This design comes from an exercise in tuning for small area and a short achievable clock period on the open sky130 flow, not from production work. Function was not checked in any run shown here: the RTL went through the layout flow alone. Power and IR drop assume default switching activity.

## flow/design.v (module list and top-level ports; edited modules follow where they fit)
// module DSP: 904 lines
module DSP (A,B,D,C,CLK,CARRYIN,OPMODE,BCIN,RSTA,RSTB,RSTM,
RSTP,RSTC,RSTD,RSTCARRYIN,RSTOPMODE,CEA,CEB,CEM,CEP,CEC,CED,
CECARRYIN,CEOPMODE,PCIN,BCOUT,PCOUT,P,M,CARRYOUT,CARRYOUTF);
  // ...
==> flow/flow/run.sh <==
#!/bin/bash
# The standard layout (standard.sh: standard synthesis, then ORFS to
# finish), with one change: the port buffers are plain buffers (buf_2 from
# buffer_ports, then buf_1 on the inputs) instead of the delay cell
# buffer_ports picks by default.  Each tool's output is in orfs/logs.
set -euo pipefail
HERE=$(pwd)
cat >> config.mk <<EOC
export BUFFER_PORTS_ARGS = -buffer_cell sky130_fd_sc_hd__buf_2
export PRE_RESIZE_TCL = $HERE/flow/ports.tcl
EOC
bash standard.sh > standard.log 2>&1
==> flow/flow/ports.tcl <==
# Before repair_design: the input ports' buffers become buf_1.
set n 0
foreach bterm [[ord::get_db_block] getBTerms] {
  if {[$bterm getIoType] ne "INPUT"} { continue }
  set net [$bterm getNet]
  if {$net eq "NULL" || [$net getSigType] eq "CLOCK"} { continue }
  foreach iterm [$net getITerms] {
    set inst [$iterm getInst]
    if {[[$inst getMaster] getName] eq "sky130_fd_sc_hd__buf_2"} {
      replace_cell [get_cells [$inst getName]] sky130_fd_sc_hd__buf_1
      incr n
    }
  }
}
puts "flow/ports.tcl: $n input buffers set to buf_1"
==> flow/standard.sh <==
#!/bin/bash
# synth_recipe.tcl (not shown) runs the flow's synth.tcl, then flattens the netlist and writes it again
# the make line also repeats each setting of config.mk as NAME=value (left out here)
make -C /OpenROAD-flow-scripts/flow DESIGN_CONFIG=/design/flow/config.mk WORK_HOME=/design/flow/orfs CLKGATE_MAP_FILE= SYNTH_SCRIPT=/design/flow/synth_recipe.tcl "${@:-finish}"
==> flow/config.mk <==
export PLATFORM = sky130hd
export DESIGN_NAME = DSP
export DESIGN_NICKNAME = DSP
export VERILOG_FILES = /design/flow/design.v
export SDC_FILE = /design/flow/constraint.sdc
export NUM_CORES = 4
export LEC_CHECK = 0
export ABC_AREA = 1
export CAP_MARGIN = 20
export CORE_MARGIN = 2
export CORE_UTILIZATION = 40
export SETUP_SLACK_MARGIN = 3.0
export SLEW_MARGIN = 20
export BUFFER_PORTS_ARGS = -buffer_cell sky130_fd_sc_hd__buf_2
export PRE_RESIZE_TCL = /design/flow/flow/ports.tcl
==> flow/constraint.sdc <==
create_clock -name core_clock -period 7.0 [get_ports {CLK}]
set_input_delay 1.4000 -clock core_clock [delete_from_list [all_inputs] [get_ports {CLK}]]
set_output_delay 1.4000 -clock core_clock [all_outputs]
set_load 0.01 [all_outputs]
==> flow_metrics.py, run 1 <==
metrics = {
    "sta": {
        "fin_tns_setup_ns": 0,
        "hold_slack_ns": 0.458,
        "period_needed_ns": 4.04,
        "setup_ws_ns": 2.96,
    },
    "critical_path": {
        "worst-path-buf-inv": 2,
        "crit_slowest_cell": "fa_1",
        "path_max_fanout": 7,
        "reg2reg_from": "ar[4]",
    },
    "power": {
        "leakage_nw": 13.8,
        "pwr-share-seq_pct": 22.6,
    },
    "cells_and_area": {
        "final_cells": 4710,
        "dominant_cells": "multi-input combinational cells",
        "layout.nonclk_buf_share_pct": 9.78,
        "nNonClkBuffers": 483,
        "clock_area_share_pct": 4.11,
    },
    "detailed_routing": {
        "via_per_inst": 5.47,
        "dr.pass1.iters": 6,
        "dr_wl_met2_um": 45000,
    },
    "synth": {
        "synth_compound_area_share_pct": 16.4,
        "ys.flop_type": "dfxtp_1",
        "yosysUniqueCellTypes": 50,
        "synth_xor_area_share_pct": 11.6,
        "ys_seq_elements": 246,
        "synth_edf_count": 0,
        "synth-simple-area-share_pct": 22.5,
    },
    "floorplanning": {
        "die-area_mm2": 0.0638,
        "ioPinCount": 346,
        "die_w_um": 253,
        "start_util_pct": 40.3,
    },
    "outcome": {
        "outcome": "timing/DRC/antenna clean",
    },
    "cts": {
        "cts_hold_buffers": 0,
        "post_cts_buffers": 90,
    },
    "place": {
        "dp_slack_ns": 2.14,
    },
    "hold_path": {
        "whs_path_depth": 2,
    },
}
==> inputs of run 2 (changes only) <==
--- a/flow/design.v
+++ b/flow/design.v
@@ -27,18 +27,110 @@
   output CARRYOUT,CARRYOUTF;
   reg [7:0] opm;
   reg [17:0] dr, ar, br;
   reg [47:0] cr, pr;
   reg cyi, cyo;
   reg [35:0] ms;
   reg [35:3] mc;
   wire s6 = opm[6];
-  wire [18:0] pre_w = {dr, 1'b1} + {B ^ {18{s6}}, s6};
-  wire [17:0] pre = pre_w[18:1];
+  wire [17:0] bx = B ^ {18{s6}};
+  wire pre_hp0 = dr[0] ^ bx[0];
+  wire pre_hg0 = dr[0] & bx[0];
+  wire pre_hp1 = dr[1] ^ bx[1];
+  wire pre_hg1 = dr[1] & bx[1];
+  wire pre_hp2 = dr[2] ^ bx[2];
+  wire pre_hg2 = dr[2] & bx[2];
+  wire pre_hp3 = dr[3] ^ bx[3];
+  wire pre_hg3 = dr[3] & bx[3];
+  wire pre_hp4 = dr[4] ^ bx[4];
+  wire pre_hg4 = dr[4] & bx[4];
+  wire pre_hp5 = dr[5] ^ bx[5];
+  wire pre_hg5 = dr[5] & bx[5];
+  wire pre_hp6 = dr[6] ^ bx[6];
+  wire pre_hg6 = dr[6] & bx[6];
+  wire pre_hp7 = dr[7] ^ bx[7];
+  wire pre_hg7 = dr[7] & bx[7];
+  wire pre_hp8 = dr[8] ^ bx[8];
+  wire pre_hg8 = dr[8] & bx[8];
+  wire pre_hp9 = dr[9] ^ bx[9];
+  wire pre_hg9 = dr[9] & bx[9];
+  wire pre_hp10 = dr[10] ^ bx[10];
+  wire pre_hg10 = dr[10] & bx[10];
+  wire pre_hp11 = dr[11] ^ bx[11];
+  wire pre_hg11 = dr[11] & bx[11];
+  wire pre_hp12 = dr[12] ^ bx[12];
+  wire pre_hg12 = dr[12] & bx[12];
+  wire pre_hp13 = dr[13] ^ bx[13];
+  wire pre_hg13 = dr[13] & bx[13];
+  wire pre_hp14 = dr[14] ^ bx[14];
+  wire pre_hg14 = dr[14] & bx[14];
+  wire pre_hp15 = dr[15] ^ bx[15];
+  wire pre_hg15 = dr[15] & bx[15];
+  wire pre_hp16 = dr[16] ^ bx[16];
+  wire pre_hg16 = dr[16] & bx[16];
+  wire pre_hp17 = dr[17] ^ bx[17];
+  wire pre_hg17 = dr[17] & bx[17];
+  wire pre_g0_1 = pre_hg0 | (pre_hp0 & s6);
+  wire pre_g0_3 = pre_hg2 | (pre_hp2 & pre_hg1);
+  wire pre_p0_3 = pre_hp2 & pre_hp1;
+  wire pre_g0_5 = pre_hg4 | (pre_hp4 & pre_hg3);
+  wire pre_p0_5 = pre_hp4 & pre_hp3;
+  wire pre_g0_7 = pre_hg6 | (pre_hp6 & pre_hg5);
+  wire pre_p0_7 = pre_hp6 & pre_hp5;
+  wire pre_g0_9 = pre_hg8 | (pre_hp8 & pre_hg7);
+  wire pre_p0_9 = pre_hp8 & pre_hp7;
+  wire pre_g0_11 = pre_hg10 | (pre_hp10 & pre_hg9);
+  wire pre_p0_11 = pre_hp10 & pre_hp9;
+  wire pre_g0_13 = pre_hg12 | (pre_hp12 & pre_hg11);
+  wire pre_p0_13 = pre_hp12 & pre_hp11;
+  wire pre_g0_15 = pre_hg14 | (pre_hp14 & pre_hg13);
+  wire pre_p0_15 = pre_hp14 & pre_hp13;
+  wire pre_g0_17 = pre_hg16 | (pre_hp16 & pre_hg15);
+  wire pre_p0_17 = pre_hp16 & pre_hp15;
+  wire pre_g1_2 = pre_hg1 | (pre_hp1 & pre_g0_1);
+  wire pre_g1_3 = pre_g0_3 | (pre_p0_3 & pre_g0_1);
+  wire pre_g1_6 = pre_hg5 | (pre_hp5 & pre_g0_5);
+  wire pre_p1_6 = pre_hp5 & pre_p0_5;
+  wire pre_g1_7 = pre_g0_7 | (pre_p0_7 & pre_g0_5);
+  wire pre_p1_7 = pre_p0_7 & pre_p0_5;
+  wire pre_g1_10 = pre_hg9 | (pre_hp9 & pre_g0_9);
+  wire pre_p1_10 = pre_hp9 & pre_p0_9;
+  wire pre_g1_11 = pre_g0_11 | (pre_p0_11 & pre_g0_9);
+  wire pre_p1_11 = pre_p0_11 & pre_p0_9;
+  wire pre_g1_14 = pre_hg13 | (pre_hp13 & pre_g0_13);
+  wire pre_p1_14 = pre_hp13 & pre_p0_13;
+  wire pre_g1_15 = pre_g0_15 | (pre_p0_15 & pre_g0_13);
+  wire pre_p1_15 = pre_p0_15 & pre_p0_13;
+  wire pre_g1_18 = pre_hg17 | (pre_hp17 & pre_g0_17);
+  wire pre_p1_18 = pre_hp17 & pre_p0_17;
+  wire pre_g2_4 = pre_hg3 | (pre_hp3 & pre_g1_3);
+  wire pre_g2_5 = pre_g0_5 | (pre_p0_5 & pre_g1_3);
+  wire pre_g2_6 = pre_g1_6 | (pre_p1_6 & pre_g1_3);
+  wire pre_g2_7 = pre_g1_7 | (pre_p1_7 & pre_g1_3);
+  wire pre_g2_12 = pre_hg11 | (pre_hp11 & pre_g1_11);
+  wire pre_p2_12 = pre_hp11 & pre_p1_11;
+  wire pre_g2_13 = pre_g0_13 | (pre_p0_13 & pre_g1_11);
+  wire pre_p2_13 = pre_p0_13 & pre_p1_11;
+  wire pre_g2_14 = pre_g1_14 | (pre_p1_14 & pre_g1_11);
+  wire pre_p2_14 = pre_p1_14 & pre_p1_11;
+  wire pre_g2_15 = pre_g1_15 | (pre_p1_15 & pre_g1_11);
+  wire pre_p2_15 = pre_p1_15 & pre_p1_11;
+  wire pre_g3_8 = pre_hg7 | (pre_hp7 & pre_g2_7);
+  wire pre_g3_9 = pre_g0_9 | (pre_p0_9 & pre_g2_7);
+  wire pre_g3_10 = pre_g1_10 | (pre_p1_10 & pre_g2_7);
+  wire pre_g3_11 = pre_g1_11 | (pre_p1_11 & pre_g2_7);
+  wire pre_g3_12 = pre_g2_12 | (pre_p2_12 & pre_g2_7);
+  wire pre_g3_13 = pre_g2_13 | (pre_p2_13 & pre_g2_7);
+  wire pre_g3_14 = pre_g2_14 | (pre_p2_14 & pre_g2_7);
+  wire pre_g3_15 = pre_g2_15 | (pre_p2_15 & pre_g2_7);
+  wire pre_g4_16 = pre_hg15 | (pre_hp15 & pre_g3_15);
+  wire pre_g4_17 = pre_g0_17 | (pre_p0_17 & pre_g3_15);
+  wire pre_g4_18 = pre_g1_18 | (pre_p1_18 & pre_g3_15);
+  wire [17:0] pre = {pre_hp17 ^ pre_g4_17, pre_hp16 ^ pre_g4_16, pre_hp15 ^ pre_g3_15, pre_hp14 ^ pre_g3_14, pre_hp13 ^ pre_g3_13, pre_hp12 ^ pre_g3_12, pre_hp11 ^ pre_g3_11, pre_hp10 ^ pre_g3_10, pre_hp9 ^ pre_g3_9, pre_hp8 ^ pre_g3_8, pre_hp7 ^ pre_g2_7, pre_hp6 ^ pre_g2_6, pre_hp5 ^ pre_g2_5, pre_hp4 ^ pre_g2_4, pre_hp3 ^ pre_g1_3, pre_hp2 ^ pre_g1_2, pre_hp1 ^ pre_g0_1, pre_hp0 ^ s6};
   wire [17:0] b_in = opm[4] ? pre : B;
   reg [8:0] enc_one, enc_two;
   wire [8:0] one_in = {(b_in[16] ^ b_in[15]), (b_in[14] ^ b_in[13]), (b_in[12] ^ b_in[11]), (b_in[10] ^ b_in[9]), (b_in[8] ^ b_in[7]), (b_in[6] ^ b_in[5]), (b_in[4] ^ b_in[3]), (b_in[2] ^ b_in[1]), (b_in[0] ^ 1'b0)};
   wire [8:0] two_in = {((b_in[17] & ~b_in[16] & ~b_in[15]) | (~b_in[17] & b_in[16] & b_in[15])), ((b_in[15] & ~b_in[14] & ~b_in[13]) | (~b_in[15] & b_in[14] & b_in[13])), ((b_in[13] & ~b_in[12] & ~b_in[11]) | (~b_in[13] & b_in[12] & b_in[11])), ((b_in[11] & ~b_in[10] & ~b_in[9]) | (~b_in[11] & b_in[10] & b_in[9])), ((b_in[9] & ~b_in[8] & ~b_in[7]) | (~b_in[9] & b_in[8] & b_in[7])), ((b_in[7] & ~b_in[6] & ~b_in[5]) | (~b_in[7] & b_in[6] & b_in[5])), ((b_in[5] & ~b_in[4] & ~b_in[3]) | (~b_in[5] & b_in[4] & b_in[3])), ((b_in[3] & ~b_in[2] & ~b_in[1]) | (~b_in[3] & b_in[2] & b_in[1])), ((b_in[1] & ~b_in[0] & ~1'b0) | (~b_in[1] & b_in[0] & 1'b0))};
   always @(posedge CLK) begin
     if (RSTOPMODE) opm <= 8'd0;
     else if (CEOPMODE) opm <= OPMODE;
   end
@@ -877,22 +969,331 @@
   wire ma_p5_34 = ma_p1_34 & ma_p4_31;
   wire ma_g5_35 = ma_g1_35 | (ma_p1_35 & ma_g4_31);
   wire ma_p5_35 = ma_p1_35 & ma_p4_31;
   assign M = {ms[35] ^ ma_g5_34, ms[34] ^ ma_g5_33, ms[33] ^ ma_g5_32, ms[32] ^ ma_g4_31, ms[31] ^ ma_g4_30, ms[30] ^ ma_g4_29, ms[29] ^ ma_g4_28, ms[28] ^ ma_g4_27, ms[27] ^ ma_g4_26, ms[26] ^ ma_g4_25, ms[25] ^ ma_g4_24, ms[24] ^ ma_g4_23, ms[23] ^ ma_g4_22, ms[22] ^ ma_g4_21, ms[21] ^ ma_g4_20, ms[20] ^ ma_g4_19, ms[19] ^ ma_g4_18, ms[18] ^ ma_g4_17, ms[17] ^ ma_g4_16, ms[16] ^ ma_g3_15, ms[15] ^ ma_g3_14, ms[14] ^ ma_g3_13, ms[13] ^ ma_g3_12, ms[12] ^ ma_g3_11, ms[11] ^ ma_g3_10, ms[10] ^ ma_g3_9, ms[9] ^ ma_g3_8, ms[8] ^ ma_g2_7, ms[7] ^ ma_g2_6, ms[6] ^ ma_g2_5, ms[5] ^ ma_g2_4, ms[4] ^ ma_g0_3, ms[3] ^ mc36[3], ms[2] ^ 1'b0, ms[1] ^ 1'b0, ms[0] ^ 1'b0};
   wire s7 = opm[7];
   wire [47:0] x = ({48{opm[1:0] == 2'd1}} & {12'd0, M})
                 | ({48{opm[1:0] == 2'd2}} & pr)
                 | ({48{opm[1:0] == 2'd3}} & {dr[11:0], ar, br});
-  wire [47:0] zs = (({48{opm[3:2] == 2'd1}} & PCIN)
-                 | ({48{opm[3:2] == 2'd2}} & pr)
-                 | ({48{opm[3:2] == 2'd3}} & cr)) ^ {48{s7}};
-  wire [49:0] t_w = {1'b0, zs, 1'b1} + {1'b0, x, cyi};
-  wire [47:0] post = t_w[48:1] ^ {48{s7}};
-  wire post_c = t_w[49];
+  wire [47:0] z = ({48{opm[3:2] == 2'd1}} & PCIN)
+                | ({48{opm[3:2] == 2'd2}} & pr)
+                | ({48{opm[3:2] == 2'd3}} & cr);
+  wire [47:0] xs = x ^ {48{s7}};
+  wire cin_s = cyi ^ s7;
+  wire pa_hp0 = z[0] ^ xs[0];
+  wire pa_hg0 = z[0] & xs[0];
+  wire pa_hp1 = z[1] ^ xs[1];
+  wire pa_hg1 = z[1] & xs[1];
+  wire pa_hp2 = z[2] ^ xs[2];
+  wire pa_hg2 = z[2] & xs[2];
+  wire pa_hp3 = z[3] ^ xs[3];
+  wire pa_hg3 = z[3] & xs[3];
+  wire pa_hp4 = z[4] ^ xs[4];
+  wire pa_hg4 = z[4] & xs[4];
+  wire pa_hp5 = z[5] ^ xs[5];
+  wire pa_hg5 = z[5] & xs[5];
+  wire pa_hp6 = z[6] ^ xs[6];
+  wire pa_hg6 = z[6] & xs[6];
+  wire pa_hp7 = z[7] ^ xs[7];
+  wire pa_hg7 = z[7] & xs[7];
+  wire pa_hp8 = z[8] ^ xs[8];
+  wire pa_hg8 = z[8] & xs[8];
+  wire pa_hp9 = z[9] ^ xs[9];
+  wire pa_hg9 = z[9] & xs[9];
+  wire pa_hp10 = z[10] ^ xs[10];
+  wire pa_hg10 = z[10] & xs[10];
+  wire pa_hp11 = z[11] ^ xs[11];
+  wire pa_hg11 = z[11] & xs[11];
+  wire pa_hp12 = z[12] ^ xs[12];
+  wire pa_hg12 = z[12] & xs[12];
+  wire pa_hp13 = z[13] ^ xs[13];
+  wire pa_hg13 = z[13] & xs[13];
+  wire pa_hp14 = z[14] ^ xs[14];
+  wire pa_hg14 = z[14] & xs[14];
+  wire pa_hp15 = z[15] ^ xs[15];
+  wire pa_hg15 = z[15] & xs[15];
+  wire pa_hp16 = z[16] ^ xs[16];
+  wire pa_hg16 = z[16] & xs[16];
+  wire pa_hp17 = z[17] ^ xs[17];
+  wire pa_hg17 = z[17] & xs[17];
+  wire pa_hp18 = z[18] ^ xs[18];
+  wire pa_hg18 = z[18] & xs[18];
+  wire pa_hp19 = z[19] ^ xs[19];
+  wire pa_hg19 = z[19] & xs[19];
+  wire pa_hp20 = z[20] ^ xs[20];
+  wire pa_hg20 = z[20] & xs[20];
+  wire pa_hp21 = z[21] ^ xs[21];
+  wire pa_hg21 = z[21] & xs[21];
+  wire pa_hp22 = z[22] ^ xs[22];
+  wire pa_hg22 = z[22] & xs[22];
+  wire pa_hp23 = z[23] ^ xs[23];
+  wire pa_hg23 = z[23] & xs[23];
+  wire pa_hp24 = z[24] ^ xs[24];
+  wire pa_hg24 = z[24] & xs[24];
+  wire pa_hp25 = z[25] ^ xs[25];
+  wire pa_hg25 = z[25] & xs[25];
+  wire pa_hp26 = z[26] ^ xs[26];
+  wire pa_hg26 = z[26] & xs[26];
+  wire pa_hp27 = z[27] ^ xs[27];
+  wire pa_hg27 = z[27] & xs[27];
+  wire pa_hp28 = z[28] ^ xs[28];
+  wire pa_hg28 = z[28] & xs[28];
+  wire pa_hp29 = z[29] ^ xs[29];
+  wire pa_hg29 = z[29] & xs[29];
+  wire pa_hp30 = z[30] ^ xs[30];
+  wire pa_hg30 = z[30] & xs[30];
+  wire pa_hp31 = z[31] ^ xs[31];
+  wire pa_hg31 = z[31] & xs[31];
+  wire pa_hp32 = z[32] ^ xs[32];
+  wire pa_hg32 = z[32] & xs[32];
+  wire pa_hp33 = z[33] ^ xs[33];
+  wire pa_hg33 = z[33] & xs[33];
+  wire pa_hp34 = z[34] ^ xs[34];
+  wire pa_hg34 = z[34] & xs[34];
+  wire pa_hp35 = z[35] ^ xs[35];
+  wire pa_hg35 = z[35] & xs[35];
+  wire pa_hp36 = z[36] ^ xs[36];
+  wire pa_hg36 = z[36] & xs[36];
+  wire pa_hp37 = z[37] ^ xs[37];
+  wire pa_hg37 = z[37] & xs[37];
+  wire pa_hp38 = z[38] ^ xs[38];
+  wire pa_hg38 = z[38] & xs[38];
+  wire pa_hp39 = z[39] ^ xs[39];
+  wire pa_hg39 = z[39] & xs[39];
+  wire pa_hp40 = z[40] ^ xs[40];
+  wire pa_hg40 = z[40] & xs[40];
+  wire pa_hp41 = z[41] ^ xs[41];
+  wire pa_hg41 = z[41] & xs[41];
+  wire pa_hp42 = z[42] ^ xs[42];
+  wire pa_hg42 = z[42] & xs[42];
+  wire pa_hp43 = z[43] ^ xs[43];
+  wire pa_hg43 = z[43] & xs[43];
+  wire pa_hp44 = z[44] ^ xs[44];
+  wire pa_hg44 = z[44] & xs[44];
+  wire pa_hp45 = z[45] ^ xs[45];
+  wire pa_hg45 = z[45] & xs[45];
+  wire pa_hp46 = z[46] ^ xs[46];
+  wire pa_hg46 = z[46] & xs[46];
+  wire pa_hp47 = z[47] ^ xs[47];
+  wire pa_hg47 = z[47] & xs[47];
+  wire pa_g0_1 = pa_hg0 | (pa_hp0 & cin_s);
+  wire pa_g0_3 = pa_hg2 | (pa_hp2 & pa_hg1);
+  wire pa_p0_3 = pa_hp2 & pa_hp1;
+  wire pa_g0_5 = pa_hg4 | (pa_hp4 & pa_hg3);
+  wire pa_p0_5 = pa_hp4 & pa_hp3;
+  wire pa_g0_7 = pa_hg6 | (pa_hp6 & pa_hg5);
+  wire pa_p0_7 = pa_hp6 & pa_hp5;
+  wire pa_g0_9 = pa_hg8 | (pa_hp8 & pa_hg7);
+  wire pa_p0_9 = pa_hp8 & pa_hp7;
+  wire pa_g0_11 = pa_hg10 | (pa_hp10 & pa_hg9);
+  wire pa_p0_11 = pa_hp10 & pa_hp9;
+  wire pa_g0_13 = pa_hg12 | (pa_hp12 & pa_hg11);
+  wire pa_p0_13 = pa_hp12 & pa_hp11;
+  wire pa_g0_15 = pa_hg14 | (pa_hp14 & pa_hg13);
+  wire pa_p0_15 = pa_hp14 & pa_hp13;
+  wire pa_g0_17 = pa_hg16 | (pa_hp16 & pa_hg15);
+  wire pa_p0_17 = pa_hp16 & pa_hp15;
+  wire pa_g0_19 = pa_hg18 | (pa_hp18 & pa_hg17);
+  wire pa_p0_19 = pa_hp18 & pa_hp17;
+  wire pa_g0_21 = pa_hg20 | (pa_hp20 & pa_hg19);
+  wire pa_p0_21 = pa_hp20 & pa_hp19;
+  wire pa_g0_23 = pa_hg22 | (pa_hp22 & pa_hg21);
+  wire pa_p0_23 = pa_hp22 & pa_hp21;
+  wire pa_g0_25 = pa_hg24 | (pa_hp24 & pa_hg23);
+  wire pa_p0_25 = pa_hp24 & pa_hp23;
+  wire pa_g0_27 = pa_hg26 | (pa_hp26 & pa_hg25);
+  wire pa_p0_27 = pa_hp26 & pa_hp25;
+  wire pa_g0_29 = pa_hg28 | (pa_hp28 & pa_hg27);
+  wire pa_p0_29 = pa_hp28 & pa_hp27;
+  wire pa_g0_31 = pa_hg30 | (pa_hp30 & pa_hg29);
+  wire pa_p0_31 = pa_hp30 & pa_hp29;
+  wire pa_g0_33 = pa_hg32 | (pa_hp32 & pa_hg31);
+  wire pa_p0_33 = pa_hp32 & pa_hp31;
+  wire pa_g0_35 = pa_hg34 | (pa_hp34 & pa_hg33);
+  wire pa_p0_35 = pa_hp34 & pa_hp33;
+  wire pa_g0_37 = pa_hg36 | (pa_hp36 & pa_hg35);
+  wire pa_p0_37 = pa_hp36 & pa_hp35;
+  wire pa_g0_39 = pa_hg38 | (pa_hp38 & pa_hg37);
+  wire pa_p0_39 = pa_hp38 & pa_hp37;
+  wire pa_g0_41 = pa_hg40 | (pa_hp40 & pa_hg39);
+  wire pa_p0_41 = pa_hp40 & pa_hp39;
+  wire pa_g0_43 = pa_hg42 | (pa_hp42 & pa_hg41);
+  wire pa_p0_43 = pa_hp42 & pa_hp41;
+  wire pa_g0_45 = pa_hg44 | (pa_hp44 & pa_hg43);
+  wire pa_p0_45 = pa_hp44 & pa_hp43;
+  wire pa_g0_47 = pa_hg46 | (pa_hp46 & pa_hg45);
+  wire pa_p0_47 = pa_hp46 & pa_hp45;
+  wire pa_g1_2 = pa_hg1 | (pa_hp1 & pa_g0_1);
+  wire pa_g1_3 = pa_g0_3 | (pa_p0_3 & pa_g0_1);
+  wire pa_g1_6 = pa_hg5 | (pa_hp5 & pa_g0_5);
+  wire pa_p1_6 = pa_hp5 & pa_p0_5;
+  wire pa_g1_7 = pa_g0_7 | (pa_p0_7 & pa_g0_5);
+  wire pa_p1_7 = pa_p0_7 & pa_p0_5;
+  wire pa_g1_10 = pa_hg9 | (pa_hp9 & pa_g0_9);
+  wire pa_p1_10 = pa_hp9 & pa_p0_9;
+  wire pa_g1_11 = pa_g0_11 | (pa_p0_11 & pa_g0_9);
+  wire pa_p1_11 = pa_p0_11 & pa_p0_9;
+  wire pa_g1_14 = pa_hg13 | (pa_hp13 & pa_g0_13);
+  wire pa_p1_14 = pa_hp13 & pa_p0_13;
+  wire pa_g1_15 = pa_g0_15 | (pa_p0_15 & pa_g0_13);
+  wire pa_p1_15 = pa_p0_15 & pa_p0_13;
+  wire pa_g1_18 = pa_hg17 | (pa_hp17 & pa_g0_17);
+  wire pa_p1_18 = pa_hp17 & pa_p0_17;
+  wire pa_g1_19 = pa_g0_19 | (pa_p0_19 & pa_g0_17);
+  wire pa_p1_19 = pa_p0_19 & pa_p0_17;
+  wire pa_g1_22 = pa_hg21 | (pa_hp21 & pa_g0_21);
+  wire pa_p1_22 = pa_hp21 & pa_p0_21;
+  wire pa_g1_23 = pa_g0_23 | (pa_p0_23 & pa_g0_21);
+  wire pa_p1_23 = pa_p0_23 & pa_p0_21;
+  wire pa_g1_26 = pa_hg25 | (pa_hp25 & pa_g0_25);
+  wire pa_p1_26 = pa_hp25 & pa_p0_25;
+  wire pa_g1_27 = pa_g0_27 | (pa_p0_27 & pa_g0_25);
+  wire pa_p1_27 = pa_p0_27 & pa_p0_25;
+  wire pa_g1_30 = pa_hg29 | (pa_hp29 & pa_g0_29);
+  wire pa_p1_30 = pa_hp29 & pa_p0_29;
+  wire pa_g1_31 = pa_g0_31 | (pa_p0_31 & pa_g0_29);
+  wire pa_p1_31 = pa_p0_31 & pa_p0_29;
+  wire pa_g1_34 = pa_hg33 | (pa_hp33 & pa_g0_33);
+  wire pa_p1_34 = pa_hp33 & pa_p0_33;
+  wire pa_g1_35 = pa_g0_35 | (pa_p0_35 & pa_g0_33);
+  wire pa_p1_35 = pa_p0_35 & pa_p0_33;
+  wire pa_g1_38 = pa_hg37 | (pa_hp37 & pa_g0_37);
+  wire pa_p1_38 = pa_hp37 & pa_p0_37;
+  wire pa_g1_39 = pa_g0_39 | (pa_p0_39 & pa_g0_37);
+  wire pa_p1_39 = pa_p0_39 & pa_p0_37;
+  wire pa_g1_42 = pa_hg41 | (pa_hp41 & pa_g0_41);
+  wire pa_p1_42 = pa_hp41 & pa_p0_41;
+  wire pa_g1_43 = pa_g0_43 | (pa_p0_43 & pa_g0_41);
+  wire pa_p1_43 = pa_p0_43 & pa_p0_41;
+  wire pa_g1_46 = pa_hg45 | (pa_hp45 & pa_g0_45);
+  wire pa_p1_46 = pa_hp45 & pa_p0_45;
+  wire pa_g1_47 = pa_g0_47 | (pa_p0_47 & pa_g0_45);
+  wire pa_p1_47 = pa_p0_47 & pa_p0_45;
+  wire pa_g2_4 = pa_hg3 | (pa_hp3 & pa_g1_3);
+  wire pa_g2_5 = pa_g0_5 | (pa_p0_5 & pa_g1_3);
+  wire pa_g2_6 = pa_g1_6 | (pa_p1_6 & pa_g1_3);
+  wire pa_g2_7 = pa_g1_7 | (pa_p1_7 & pa_g1_3);
+  wire pa_g2_12 = pa_hg11 | (pa_hp11 & pa_g1_11);
+  wire pa_p2_12 = pa_hp11 & pa_p1_11;
+  wire pa_g2_13 = pa_g0_13 | (pa_p0_13 & pa_g1_11);
+  wire pa_p2_13 = pa_p0_13 & pa_p1_11;
+  wire pa_g2_14 = pa_g1_14 | (pa_p1_14 & pa_g1_11);
+  wire pa_p2_14 = pa_p1_14 & pa_p1_11;
+  wire pa_g2_15 = pa_g1_15 | (pa_p1_15 & pa_g1_11);
+  wire pa_p2_15 = pa_p1_15 & pa_p1_11;
+  wire pa_g2_20 = pa_hg19 | (pa_hp19 & pa_g1_19);
+  wire pa_p2_20 = pa_hp19 & pa_p1_19;
+  wire pa_g2_21 = pa_g0_21 | (pa_p0_21 & pa_g1_19);
+  wire pa_p2_21 = pa_p0_21 & pa_p1_19;
+  wire pa_g2_22 = pa_g1_22 | (pa_p1_22 & pa_g1_19);
+  wire pa_p2_22 = pa_p1_22 & pa_p1_19;
+  wire pa_g2_23 = pa_g1_23 | (pa_p1_23 & pa_g1_19);
+  wire pa_p2_23 = pa_p1_23 & pa_p1_19;
+  wire pa_g2_28 = pa_hg27 | (pa_hp27 & pa_g1_27);
+  wire pa_p2_28 = pa_hp27 & pa_p1_27;
+  wire pa_g2_29 = pa_g0_29 | (pa_p0_29 & pa_g1_27);
+  wire pa_p2_29 = pa_p0_29 & pa_p1_27;
+  wire pa_g2_30 = pa_g1_30 | (pa_p1_30 & pa_g1_27);
+  wire pa_p2_30 = pa_p1_30 & pa_p1_27;
+  wire pa_g2_31 = pa_g1_31 | (pa_p1_31 & pa_g1_27);
+  wire pa_p2_31 = pa_p1_31 & pa_p1_27;
+  wire pa_g2_36 = pa_hg35 | (pa_hp35 & pa_g1_35);
+  wire pa_p2_36 = pa_hp35 & pa_p1_35;
+  wire pa_g2_37 = pa_g0_37 | (pa_p0_37 & pa_g1_35);
+  wire pa_p2_37 = pa_p0_37 & pa_p1_35;
+  wire pa_g2_38 = pa_g1_38 | (pa_p1_38 & pa_g1_35);
+  wire pa_p2_38 = pa_p1_38 & pa_p1_35;
+  wire pa_g2_39 = pa_g1_39 | (pa_p1_39 & pa_g1_35);
+  wire pa_p2_39 = pa_p1_39 & pa_p1_35;
+  wire pa_g2_44 = pa_hg43 | (pa_hp43 & pa_g1_43);
+  wire pa_p2_44 = pa_hp43 & pa_p1_43;
+  wire pa_g2_45 = pa_g0_45 | (pa_p0_45 & pa_g1_43);
+  wire pa_p2_45 = pa_p0_45 & pa_p1_43;
+  wire pa_g2_46 = pa_g1_46 | (pa_p1_46 & pa_g1_43);
+  wire pa_p2_46 = pa_p1_46 & pa_p1_43;
+  wire pa_g2_47 = pa_g1_47 | (pa_p1_47 & pa_g1_43);
+  wire pa_p2_47 = pa_p1_47 & pa_p1_43;
+  wire pa_g3_8 = pa_hg7 | (pa_hp7 & pa_g2_7);
+  wire pa_g3_9 = pa_g0_9 | (pa_p0_9 & pa_g2_7);
+  wire pa_g3_10 = pa_g1_10 | (pa_p1_10 & pa_g2_7);
+  wire pa_g3_11 = pa_g1_11 | (pa_p1_11 & pa_g2_7);
+  wire pa_g3_12 = pa_g2_12 | (pa_p2_12 & pa_g2_7);
+  wire pa_g3_13 = pa_g2_13 | (pa_p2_13 & pa_g2_7);
+  wire pa_g3_14 = pa_g2_14 | (pa_p2_14 & pa_g2_7);
+  wire pa_g3_15 = pa_g2_15 | (pa_p2_15 & pa_g2_7);
+  wire pa_g3_24 = pa_hg23 | (pa_hp23 & pa_g2_23);
+  wire pa_p3_24 = pa_hp23 & pa_p2_23;
+  wire pa_g3_25 = pa_g0_25 | (pa_p0_25 & pa_g2_23);
+  wire pa_p3_25 = pa_p0_25 & pa_p2_23;
+  wire pa_g3_26 = pa_g1_26 | (pa_p1_26 & pa_g2_23);
+  wire pa_p3_26 = pa_p1_26 & pa_p2_23;
+  wire pa_g3_27 = pa_g1_27 | (pa_p1_27 & pa_g2_23);
+  wire pa_p3_27 = pa_p1_27 & pa_p2_23;
+  wire pa_g3_28 = pa_g2_28 | (pa_p2_28 & pa_g2_23);
+  wire pa_p3_28 = pa_p2_28 & pa_p2_23;
+  wire pa_g3_29 = pa_g2_29 | (pa_p2_29 & pa_g2_23);
+  wire pa_p3_29 = pa_p2_29 & pa_p2_23;
+  wire pa_g3_30 = pa_g2_30 | (pa_p2_30 & pa_g2_23);
+  wire pa_p3_30 = pa_p2_30 & pa_p2_23;
+  wire pa_g3_31 = pa_g2_31 | (pa_p2_31 & pa_g2_23);
+  wire pa_p3_31 = pa_p2_31 & pa_p2_23;
+  wire pa_g3_40 = pa_hg39 | (pa_hp39 & pa_g2_39);
+  wire pa_p3_40 = pa_hp39 & pa_p2_39;
+  wire pa_g3_41 = pa_g0_41 | (pa_p0_41 & pa_g2_39);
+  wire pa_p3_41 = pa_p0_41 & pa_p2_39;
+  wire pa_g3_42 = pa_g1_42 | (pa_p1_42 & pa_g2_39);
+  wire pa_p3_42 = pa_p1_42 & pa_p2_39;
+  wire pa_g3_43 = pa_g1_43 | (pa_p1_43 & pa_g2_39);
+  wire pa_p3_43 = pa_p1_43 & pa_p2_39;
+  wire pa_g3_44 = pa_g2_44 | (pa_p2_44 & pa_g2_39);
+  wire pa_p3_44 = pa_p2_44 & pa_p2_39;
+  wire pa_g3_45 = pa_g2_45 | (pa_p2_45 & pa_g2_39);
+  wire pa_p3_45 = pa_p2_45 & pa_p2_39;
+  wire pa_g3_46 = pa_g2_46 | (pa_p2_46 & pa_g2_39);
+  wire pa_p3_46 = pa_p2_46 & pa_p2_39;
+  wire pa_g3_47 = pa_g2_47 | (pa_p2_47 & pa_g2_39);
+  wire pa_p3_47 = pa_p2_47 & pa_p2_39;
+  wire pa_g4_16 = pa_hg15 | (pa_hp15 & pa_g3_15);
+  wire pa_g4_17 = pa_g0_17 | (pa_p0_17 & pa_g3_15);
+  wire pa_g4_18 = pa_g1_18 | (pa_p1_18 & pa_g3_15);
+  wire pa_g4_19 = pa_g1_19 | (pa_p1_19 & pa_g3_15);
+  wire pa_g4_20 = pa_g2_20 | (pa_p2_20 & pa_g3_15);
+  wire pa_g4_21 = pa_g2_21 | (pa_p2_21 & pa_g3_15);
+  wire pa_g4_22 = pa_g2_22 | (pa_p2_22 & pa_g3_15);
+  wire pa_g4_23 = pa_g2_23 | (pa_p2_23 & pa_g3_15);
+  wire pa_g4_24 = pa_g3_24 | (pa_p3_24 & pa_g3_15);
+  wire pa_g4_25 = pa_g3_25 | (pa_p3_25 & pa_g3_15);
+  wire pa_g4_26 = pa_g3_26 | (pa_p3_26 & pa_g3_15);
+  wire pa_g4_27 = pa_g3_27 | (pa_p3_27 & pa_g3_15);
+  wire pa_g4_28 = pa_g3_28 | (pa_p3_28 & pa_g3_15);
+  wire pa_g4_29 = pa_g3_29 | (pa_p3_29 & pa_g3_15);
+  wire pa_g4_30 = pa_g3_30 | (pa_p3_30 & pa_g3_15);
+  wire pa_g4_31 = pa_g3_31 | (pa_p3_31 & pa_g3_15);
+  wire pa_g4_48 = pa_hg47 | (pa_hp47 & pa_g3_47);
+  wire pa_p4_48 = pa_hp47 & pa_p3_47;
+  wire pa_g5_32 = pa_hg31 | (pa_hp31 & pa_g4_31);
+  wire pa_g5_33 = pa_g0_33 | (pa_p0_33 & pa_g4_31);
+  wire pa_g5_34 = pa_g1_34 | (pa_p1_34 & pa_g4_31);
+  wire pa_g5_35 = pa_g1_35 | (pa_p1_35 & pa_g4_31);
+  wire pa_g5_36 = pa_g2_36 | (pa_p2_36 & pa_g4_31);
+  wire pa_g5_37 = pa_g2_37 | (pa_p2_37 & pa_g4_31);
+  wire pa_g5_38 = pa_g2_38 | (pa_p2_38 & pa_g4_31);
+  wire pa_g5_39 = pa_g2_39 | (pa_p2_39 & pa_g4_31);
+  wire pa_g5_40 = pa_g3_40 | (pa_p3_40 & pa_g4_31);
+  wire pa_g5_41 = pa_g3_41 | (pa_p3_41 & pa_g4_31);
+  wire pa_g5_42 = pa_g3_42 | (pa_p3_42 & pa_g4_31);
+  wire pa_g5_43 = pa_g3_43 | (pa_p3_43 & pa_g4_31);
+  wire pa_g5_44 = pa_g3_44 | (pa_p3_44 & pa_g4_31);
+  wire pa_g5_45 = pa_g3_45 | (pa_p3_45 & pa_g4_31);
+  wire pa_g5_46 = pa_g3_46 | (pa_p3_46 & pa_g4_31);
+  wire pa_g5_47 = pa_g3_47 | (pa_p3_47 & pa_g4_31);
+  wire pa_g5_48 = pa_g4_48 | (pa_p4_48 & pa_g4_31);
+  wire [47:0] post = {pa_hp47 ^ pa_g5_47, pa_hp46 ^ pa_g5_46, pa_hp45 ^ pa_g5_45, pa_hp44 ^ pa_g5_44, pa_hp43 ^ pa_g5_43, pa_hp42 ^ pa_g5_42, pa_hp41 ^ pa_g5_41, pa_hp40 ^ pa_g5_40, pa_hp39 ^ pa_g5_39, pa_hp38 ^ pa_g5_38, pa_hp37 ^ pa_g5_37, pa_hp36 ^ pa_g5_36, pa_hp35 ^ pa_g5_35, pa_hp34 ^ pa_g5_34, pa_hp33 ^ pa_g5_33, pa_hp32 ^ pa_g5_32, pa_hp31 ^ pa_g4_31, pa_hp30 ^ pa_g4_30, pa_hp29 ^ pa_g4_29, pa_hp28 ^ pa_g4_28, pa_hp27 ^ pa_g4_27, pa_hp26 ^ pa_g4_26, pa_hp25 ^ pa_g4_25, pa_hp24 ^ pa_g4_24, pa_hp23 ^ pa_g4_23, pa_hp22 ^ pa_g4_22, pa_hp21 ^ pa_g4_21, pa_hp20 ^ pa_g4_20, pa_hp19 ^ pa_g4_19, pa_hp18 ^ pa_g4_18, pa_hp17 ^ pa_g4_17, pa_hp16 ^ pa_g4_16, pa_hp15 ^ pa_g3_15, pa_hp14 ^ pa_g3_14, pa_hp13 ^ pa_g3_13, pa_hp12 ^ pa_g3_12, pa_hp11 ^ pa_g3_11, pa_hp10 ^ pa_g3_10, pa_hp9 ^ pa_g3_9, pa_hp8 ^ pa_g3_8, pa_hp7 ^ pa_g2_7, pa_hp6 ^ pa_g2_6, pa_hp5 ^ pa_g2_5, pa_hp4 ^ pa_g2_4, pa_hp3 ^ pa_g1_3, pa_hp2 ^ pa_g1_2, pa_hp1 ^ pa_g0_1, pa_hp0 ^ cin_s};
+  wire post_c = pa_g5_48 ^ s7;
   always @(posedge CLK) begin
     if (RSTP) pr <= 48'd0;
     else if (CEP) pr <= post;
   end
   always @(posedge CLK) begin
     if (RSTCARRYIN) cyo <= 1'd0;
     else if (CECARRYIN) cyo <= post_c;
   end
==> flow_metrics.py, run 2 <==
metrics = {
    "critical_path": {
        "path_max_fanout": 7,
        "rr_endpoint": "ms[18]",
        "reg2reg_depth": 14,
        "cp-start-kind": "register",
        "worst-path-buf-inv": 4,
        "crit_family": "adder cells",
        "path_cells": "clkinvlp_4, buf_4, o22ai_2, xor2_1, fa_1, inv_1, fa_2, fa_2, fa_2, fa_1, inv_1, ha_1, nor2_1, a211oi_1",
        "regToRegSetupSlack_ns": 2.94,
        "reg2reg_from": "ar[4]",
        "timing_worst_setup_path_type": "register to register",
        "worstPathArrival_ns": 4.49,
        "cp_data_required_time_ns": 7.43,
        "crit_path_end_kind": "register",
        "cpMostUsedCell": "fa_2",
        "crit_slowest_cell": "fa_1",
        "critPathMaxStageDelay_ns": 0.53,
    },
    "cts": {
        "cts_tree": "built",
        "cts_hold_buffers": 0,
        "clk_path_buf_depth": 3,
        "clkLatencyLatePin_ns": 0.61,
        "path_clk_slew_ns": 0.06,
        "cts_root_buf": "clkbuf_16",
        "clock-sinks": 246,
        "h-tree-depth": 1,
        "numCtsBuffers": 29,
    },
    "power": {
        "pwr_density_cell_mw_per_mm2": 265,
        "leakage_nw": 13.2,
        "vdd_ir_drop_max_v": 0.000193,
    },
    "global_routing": {
        "grt_util_met3_pct": 5.28,
        "grt_max_degree": 96,
        "grt_antenna_before_repair": 1,
        "met2_usage_pct": 47.3,
        "grt_pass1_wl_um": 132000,
        "grt_overflow": 0,
        "grtUsageMet1_pct": 36.0,
        "busiest_layer": "met2",
        "grt_pass1_vias": 22500,
        "grt_usage_pct": 28.6,
    },
    "run": {
        "maxCapViolCount": 0,
    },
    "outcome": {
        "outcome": "timing/DRC/antenna clean",
    },
    "floorplanning": {
        "core_area_mm2": 0.0566,
        "die_w_um": 244,
        "die-area_mm2": 0.0594,
        "die_h_um": 244,
        "ioPinCount": 346,
        "row_count": 87,
        "start_util_pct": 40.6,
    },
    "sta": {
        "period_needed_ns": 4.06,
        "max_slew.worst_pin.slew_ns": 1.11,
        "relSlewSlack_pct": 26.0,
        "clock.fmax_mhz": 246,
        "grt_setup_unrepaired": "yes",
        "finClkSkew_ns": 0.0250,
        "drv_slew": 0,
        "post-route-period-util_pct": 58.0,
        "setup_violations": 0,
        "fin_tns_setup_ns": 0,
        "setup_ws_ns": 2.94,
        "final_hold_viol_count": 0,
    },
    "cells_and_area": {
        "top_regs": "cr x48, pr x48, ms x36",
        "fill_cells": 5774,
        "final_cells": 4339,
        "final_common_cell": "nand2_1",
        "antennaDiodeCount": 0,
        "design_area_mm2": 0.0281,
        "layout_common_cells": "nand2_1 (761), inv_1 (399), a21oi_1 (229)",
        "synthToLayoutAreaGrowth_pct": 22.2,
        "fin_nets": 4023,
        "drive_gt1_share_pct": 18.8,
    },
    "hold_path": {
        "hold_class": "register to register",
        "whs_path_depth": 2,
        "hold_start": "cr[31]",
        "hold_path_end": "cr[31]",
    },
    "place": {
        "dp_slack_ns": 1.99,
        "dp_cells": 4127,
        "io_buffers": 326,
        "place_area_mm2": 0.0245,
        "dp_hpwl_um": 62400,
        "gp_congestion": 0.912,
    },
    "detailed_routing": {
        "dr.pass1.iters": 6,
        "avgRoutedWirePerCell_um": 20.7,
        "drt_iter0_drc": 2273,
        "drc_errors": 0,
        "routed_wl_um": 89800,
        "postRouteAntennaNets": 0,
        "vias": 23600,
        "via_per_inst": 5.43,
    },
    "synth": {
        "ys_seq_elements": 246,
        "ys.flop_type": "dfxtp_1",
        "async_flop_share_pct": 0,
        "yosysUniqueCellTypes": 47,
        "seq_area_frac_synth_pct": 21.4,
        "synth_top_cell_area_share_pct": 21.4,
        "synth.avg_cell_area_um2": 7.05,
        "synth_cells": 3260,
        "yosysWarningCount": 1,
        "synth_edf_count": 0,
        "yosysMostFrequentCell": "nand2_1",
        "syn_area_mm2": 0.0230,
        "ys_top_cells_by_area": "dfxtp_1 (21%), fa_1 (13%), nand2_1 (13%)",
        "synthTopCellsByCount": "nand2_1 (780), inv_1 (425), dfxtp_1 (246)",
        "synth_top_cell_by_area": "dfxtp_1",
        "syn-num-nets": 3722,
    },
}
run 2: cell type report:
cell class	count	area [um2]	area share, %
Multi-Input combinational cell	2306	16100	57.1
Timing Repair inverter	5	32.5	0.116
Sequential cell	246	5020	17.9
Timing Repair Buffer	514	3120	11.1
Clock buffer	42	855	3.04
Tap cell	756	946	3.36
Clock inverter	11	131	0.467
Inverter	459	1940	6.91
run 2: worst max path at each step:
stage | startpoint | cells after the start | to
global route | ar[11] | 13 | ms[21]
global placement | br[3] | 11 | ms[18]
finish | ar[4] | 14 | ms[18]
CTS | ar[12] | 13 | ms[18]
detailed placement | br[3] | 11 | ms[18]
floorplan | br[3] | 13 | ms[19]
run 2: timing repair:
action	4_1_cts	5_1_grt
gates resized for setup	173	180
endpoints found under the setup margin	89	74
gates cloned	5	2
pin swaps	39	98
setup buffers	87	65
run 2: metal layers:
layer  up-vias  wire length, um
li1      11000                -
met1     11100            35300
met2      1147            40900
met3       302             8490
met4         2             5090
met5         -               16
run 2: cells by family after synthesis:
group | after synthesis | synth area share (%)
buf+inv | 708 | 12.6
fa+ha+maj | 268 | 19.5
simple gates | 1132 | 19.9
mux | 3 | 0.147
flops | 246 | 21.4
compound gates | 653 | 16.9
xor+xnor | 250 | 9.52
run 2: power by group:
group	leakage, nW	internal [W]	switching, W
combinational	10.6	0.00166	0.00242
clock	0.492	0.000923	0.000660
sequential	2.05	0.00159	0.000208
total	13.2	0.00418	0.00329
run 2: per-stage QoR:
| step | hold slack, ns | util [%] | total power, W |
|---|---|---|---|
| 2_1_floorplan | 0.433 | - | 0.00428 |
| 3_3_place_gp | 0.450 | 43.6 | 0.00542 |
| 3_5_place_dp | 0.454 | 43.3 | 0.00542 |
| 4_1_cts | 0.462 | 47.3 | 0.00719 |
| 5_1_grt | 0.475 | 49.7 | 0.00811 |
| 6_report | 0.461 | 49.7 | 0.00746 |
run 2: tightest hold or removal path: stages (launching register included):
cell and delay (ns):
dfxtp_1 0.31, nand2_1 0.06, a21oi_1 0.05

[what the ideal ports hide]
Ports are ideal in the flow. The routed layouts listed here were re-timed in OpenROAD. Step 1 assumes that a clkbuf_16 drives the clock port and a buf_2 every other input. Step 2 times the ports against the registers' clock, not the clock port: input delays grow and output delays shrink by t, the midpoint of the rising clock arrivals with the driver on. Slacks: ideal / step 1 / step 2; pairs: ideal / step 1.
run	t (ns)	setup slack, ns	worst setup path at the end	pins driven straight from the clock port
run 1	0.623	2.960 / 2.913 / 2.896	input to register	1
run 2	0.659	2.943 / 2.943 / 2.797	input to register	1
After both steps every run listed still meets setup and hold. For run 2, which loses most, drivers alone change the setup slack by 0.000 ns; drivers and shift together by -0.146 ns.
